Context: an optimization exercise on an open-source flow, tuned for small area. The choices shown serve that exercise and are no tape-out recipe.
In this exercise RTL edits were held to simulation tests only and were not proved equivalent to the original.
Power and IR drop assume default switching activity.

==> flow/design.v <==
module term_project_top(
    input        CLK,
    input  [7:0] btn_sw,
    output [7:0] seg_COM,
    output [7:0] seg_DATA,
    output [7:0] led
);
    wire rst = btn_sw[3];
    reg  [2:0] bd;           
    reg  [7:0] value;        
    reg  [3:0] cnt;          
    reg  [4:0] idx;          
    reg  [4:0] rc;           
    reg  [7:0] P;            
    reg  [7:0] S0, S1, S2, S3, S4, S5, S6, S7;
    wire zr  = btn_sw[0] & ~bd[0];
    wire orr = btn_sw[1] & ~bd[1];
    wire nr  = btn_sw[2] & ~bd[2];
    wire done = idx[4];                 
    wire off  = done & idx[0];          
    wire acc9 = cnt[3] & cnt[0];        
    wire full = cnt[3] & ~cnt[0];       
    wire shift = (zr | orr) & ~full;
    wire bitv  = ~zr;
    wire [7:0] value_n = off ? 8'd0 : shift ? {value[6:0], bitv} : value;
    wire cap  = acc9 & ~done;           
    wire bph  = idx[3];                 
    wire first = (idx[3:0] == 4'd8);    
    wire [7:0] hsum;
    rca8 u_h(.a({P[6:0], 1'b0}), .b({8{bitv}} & S7), .s(hsum));
    wire [7:0] P_h = shift ? hsum : P;
    wire ge10 = (|S0[7:4]) | (S0[3] & (S0[2] | S0[1]));
    wire step = off & ge10;
    wire [7:0] addend  = done ? 8'hF6 : P_h;
    wire [7:0] acc_sum;
    rca8 u_a(.a(first ? 8'd0 : S0), .b(addend), .s(acc_sum));
    wire       t9 = P[3] & P[0];
    wire [3:0] tinc;
    inc #(4) u_t(.a(P[3:0]), .ci(1'b1), .s(tinc));
    wire [3:0] t1 = t9 ? 4'd0 : tinc;
    wire [1:0] h1;
    inc #(2) u_hh(.a(P[5:4]), .ci(t9), .s(h1));
    wire [4:0] rc_n, idx_n;
    wire [3:0] cnt_i;
    inc #(5) u_rc(.a(rc), .ci(1'b1), .s(rc_n));
    inc #(5) u_ix(.a(idx), .ci(1'b1), .s(idx_n));
    inc #(4) u_cn(.a(cnt & {~acc9, 2'b11, ~acc9}), .ci(shift), .s(cnt_i));
    always @(posedge CLK or posedge rst) begin
        if (rst) begin
            bd    <= 3'd0;
            value <= 8'd0;
            cnt   <= 4'd0;
            idx   <= 5'd0;
            rc    <= 5'd31;
        end else begin
            bd    <= btn_sw[2:0];
            value <= value_n;
            rc    <= rc_n;
            if (off)
                cnt <= 4'd0;
            else if (nr && full)
                cnt <= 4'd9;
            else
                cnt <= cnt_i;
            if (cap || (done && !idx[0]))
                idx <= idx_n;
        end
    end
    always @(posedge CLK) begin
        if (cap || step) begin
            S0 <= (bph || done) ? acc_sum : value_n;
        end
        if (cap) begin
            S1 <= S0; S2 <= S1; S3 <= S2;
            S4 <= S3; S5 <= S4; S6 <= S5; S7 <= S6;
        end
        if (done) begin
            if (!off)
                P <= 8'd0;
            else if (ge10)
                P <= {2'b00, h1, t1};
        end else if (cap)
            P <= {7'd0, S6[0] & value_n[0]};
        else
            P <= P_h;
    end
    wire       den = off & ~ge10;
    wire [1:0] s   = rc[3:2];
    wire       on  = den & ~rc[4] & ~(rc[3] & rc[2]);
    reg  [3:0] dig;
    always @(*) begin
        case (s)
            2'd0:    dig = S0[3:0];
            2'd1:    dig = P[3:0];
            default: dig = {2'b00, P[5:4]};
        endcase
    end
    reg [6:0] seg;
    always @(*) begin
        case (dig)
            4'd0: seg = 7'b1111110;
            4'd1: seg = 7'b0110000;
            4'd2: seg = 7'b1101101;
            4'd3: seg = 7'b1111001;
            4'd4: seg = 7'b0110011;
            4'd5: seg = 7'b1011011;
            4'd6: seg = 7'b1011111;
            4'd7: seg = 7'b1110000;
            4'd8: seg = 7'b1111111;
            default: seg = 7'b1111011;
        endcase
    end
    assign seg_DATA = {seg & {7{on}}, 1'b0};
    assign seg_COM  = {5'b11111, ~(on & (s == 2'd2)), ~(on & (s == 2'd1)),
                       ~(on & (s == 2'd0))};
    assign led = value;
endmodule
module rca8(
    input  [7:0] a,
    input  [7:0] b,
    output [7:0] s
);
    wire [8:0] c;
    assign c[0] = 1'b0;
    genvar i;
    generate
        for (i = 0; i < 8; i = i + 1) begin : g
            assign s[i]   = a[i] ^ b[i] ^ c[i];
            assign c[i+1] = (a[i] & b[i]) | (a[i] & c[i]) | (b[i] & c[i]);
        end
    endgenerate
endmodule
module inc #(parameter W = 4) (
    input  [W-1:0] a,
    input          ci,
    output [W-1:0] s
);
    wire [W:0] c;
    assign c[0] = ci;
    genvar i;
    generate
        for (i = 0; i < W; i = i + 1) begin : g
            assign s[i]   = a[i] ^ c[i];
            assign c[i+1] = a[i] & c[i];
        end
    endgenerate
endmodule
export LEC_CHECK = 0
export CAP_MARGIN = 20
export CORE_MARGIN = 2
export CORE_UTILIZATION = 40
export CTS_BUF_LIST = sky130_fd_sc_hd__clkbuf_8
export SLEW_MARGIN = 20
create_clock -name core_clock -period 12.0 [get_ports {CLK}]
standard.sh (not shown) runs the stock make flow with config.mk's settings and CLKGATE_MAP_FILE= SYNTH_SCRIPT=/design/flow/synth_recipe.tcl, a recipe that flattens the netlist after the stock synthesis.
==> flow/flow/run.sh <==
#!/bin/bash
# Layout flow: the standard ORFS flow (standard.sh), with three changes
# that only affect cell area:
#  - Yosys's abc maps the logic with an area-oriented script (flow/abc_area.script)
#    instead of ORFS's delay-oriented one; flip-flops are mapped by dfflibmap before
#    abc exactly as in the standard synthesis, so the registers are unchanged;
#  - the port buffers are sky130_fd_sc_hd__buf_1 (every port still gets one);
#  - clock tree synthesis inserts no dummy loads.
# Each tool's output goes to the ORFS logs under orfs/logs; make's own output
# goes to flow_make.log here.
set -euo pipefail
W=$PWD
F=$W/flow
{
  cat <<TCL
proc abc {args} {
  set i [lsearch \$args -script]
  if {\$i >= 0} { lset args [expr {\$i + 1}] $F/abc_area.script }
  yosys abc {*}\$args
}
TCL
  cat "$W/synth_recipe.tcl"
} > "$W/area_synth.tcl"
bash "$W/standard.sh" \
  SYNTH_SCRIPT="$W/area_synth.tcl" \
  BUFFER_PORTS_ARGS="-buffer_cell sky130_fd_sc_hd__buf_1" \
  CTS_ARGS="-sink_clustering_enable -repair_clock_nets -dont_use_dummy_load -buf_list sky130_fd_sc_hd__clkbuf_8" \
  finish > "$W/flow_make.log" 2>&1
==> flow/flow/abc_area.script <==
strash
dch -f
amap
topo
Change:
--- a/flow/design.v
+++ b/flow/design.v
@@ -26,15 +26,16 @@
     wire cap  = acc9 & ~done;           
     wire bph  = idx[3];                 
     wire first = (idx[3:0] == 4'd8);    
     wire [7:0] hsum;
-    rca8 u_h(.a({P[6:0], 1'b0}), .b({8{bitv}} & S7), .s(hsum));
+    wire [7:0] mul = bph ? S7 : 8'd1;
+    rca8 u_h(.a({P[6:0], 1'b0}), .b({8{bitv}} & mul), .s(hsum));
     wire [7:0] P_h = shift ? hsum : P;
     wire ge10 = (|S0[7:4]) | (S0[3] & (S0[2] | S0[1]));
     wire step = off & ge10;
     wire [7:0] addend  = done ? 8'hF6 : P_h;
     wire [7:0] acc_sum;
-    rca8 u_a(.a(first ? 8'd0 : S0), .b(addend), .s(acc_sum));
+    rca8 u_a(.a((bph && !first) || done ? S0 : 8'd0), .b(addend), .s(acc_sum));
     wire       t9 = P[3] & P[0];
     wire [3:0] tinc;
     inc #(4) u_t(.a(P[3:0]), .ci(1'b1), .s(tinc));
     wire [3:0] t1 = t9 ? 4'd0 : tinc;
@@ -55,11 +56,9 @@
         end else begin
             bd    <= btn_sw[2:0];
             value <= value_n;
             rc    <= rc_n;
-            if (off)
-                cnt <= 4'd0;
-            else if (nr && full)
+            if (nr && full)
                 cnt <= 4'd9;
             else
                 cnt <= cnt_i;
             if (cap || (done && !idx[0]))
@@ -67,9 +66,9 @@
         end
     end
     always @(posedge CLK) begin
         if (cap || step) begin
-            S0 <= (bph || done) ? acc_sum : value_n;
+            S0 <= acc_sum;
         end
         if (cap) begin
             S1 <= S0; S2 <= S1; S3 <= S2;
             S4 <= S3; S5 <= S4; S6 <= S5; S7 <= S6;
@@ -78,9 +77,9 @@
             if (!off)
                 P <= 8'd0;
             else if (ge10)
                 P <= {2'b00, h1, t1};
-        end else if (cap)
+        end else if (cap && (bph || idx[2:0] == 3'd7))
             P <= {7'd0, S6[0] & value_n[0]};
         else
             P <= P_h;
     end
Result:
- non-clock buffer count does not change
- fmax rose by a little under a tenth
- worst setup slack improves by 0.55 ns
- routed wire length fell by a few percent
- first-iteration DRC count fell by a quarter to a third
- via count barely changes
- design area fell slightly
- power barely changes
- cell count rose slightly
- sequential power rose by a few percent

-- separate check: timing with driven ports --
The flow's constraints put no driver on any port. The routed layouts listed below were extracted and timed again, unchanged, in two steps. Step 1: set_driving_cell puts a clkbuf_16 on CLK and a buf_2 on each other input, an assumption about the parent block. Step 2 also shifts input and output timing later by t, the mid clock arrival at the registers, as if the neighbouring blocks saw the same clock. Slacks: no drivers / after step 1 / after step 2; pairs: no drivers / after step 1.
run	shift t [ns]	slack for setup (ns)	worst setup path at the end	slew at the worst register clock pin (ns)
the first run	0.370	5.197 / 5.202 / 4.831	input to register	0.09 / 0.09
the second run	0.383	5.747 / 5.716 / 5.451	input to register	0.09 / 0.09
After both steps setup and hold are still met in every run listed. For the first run, which loses most, drivers alone change the setup slack by +0.005 ns; drivers and shift together by -0.366 ns.
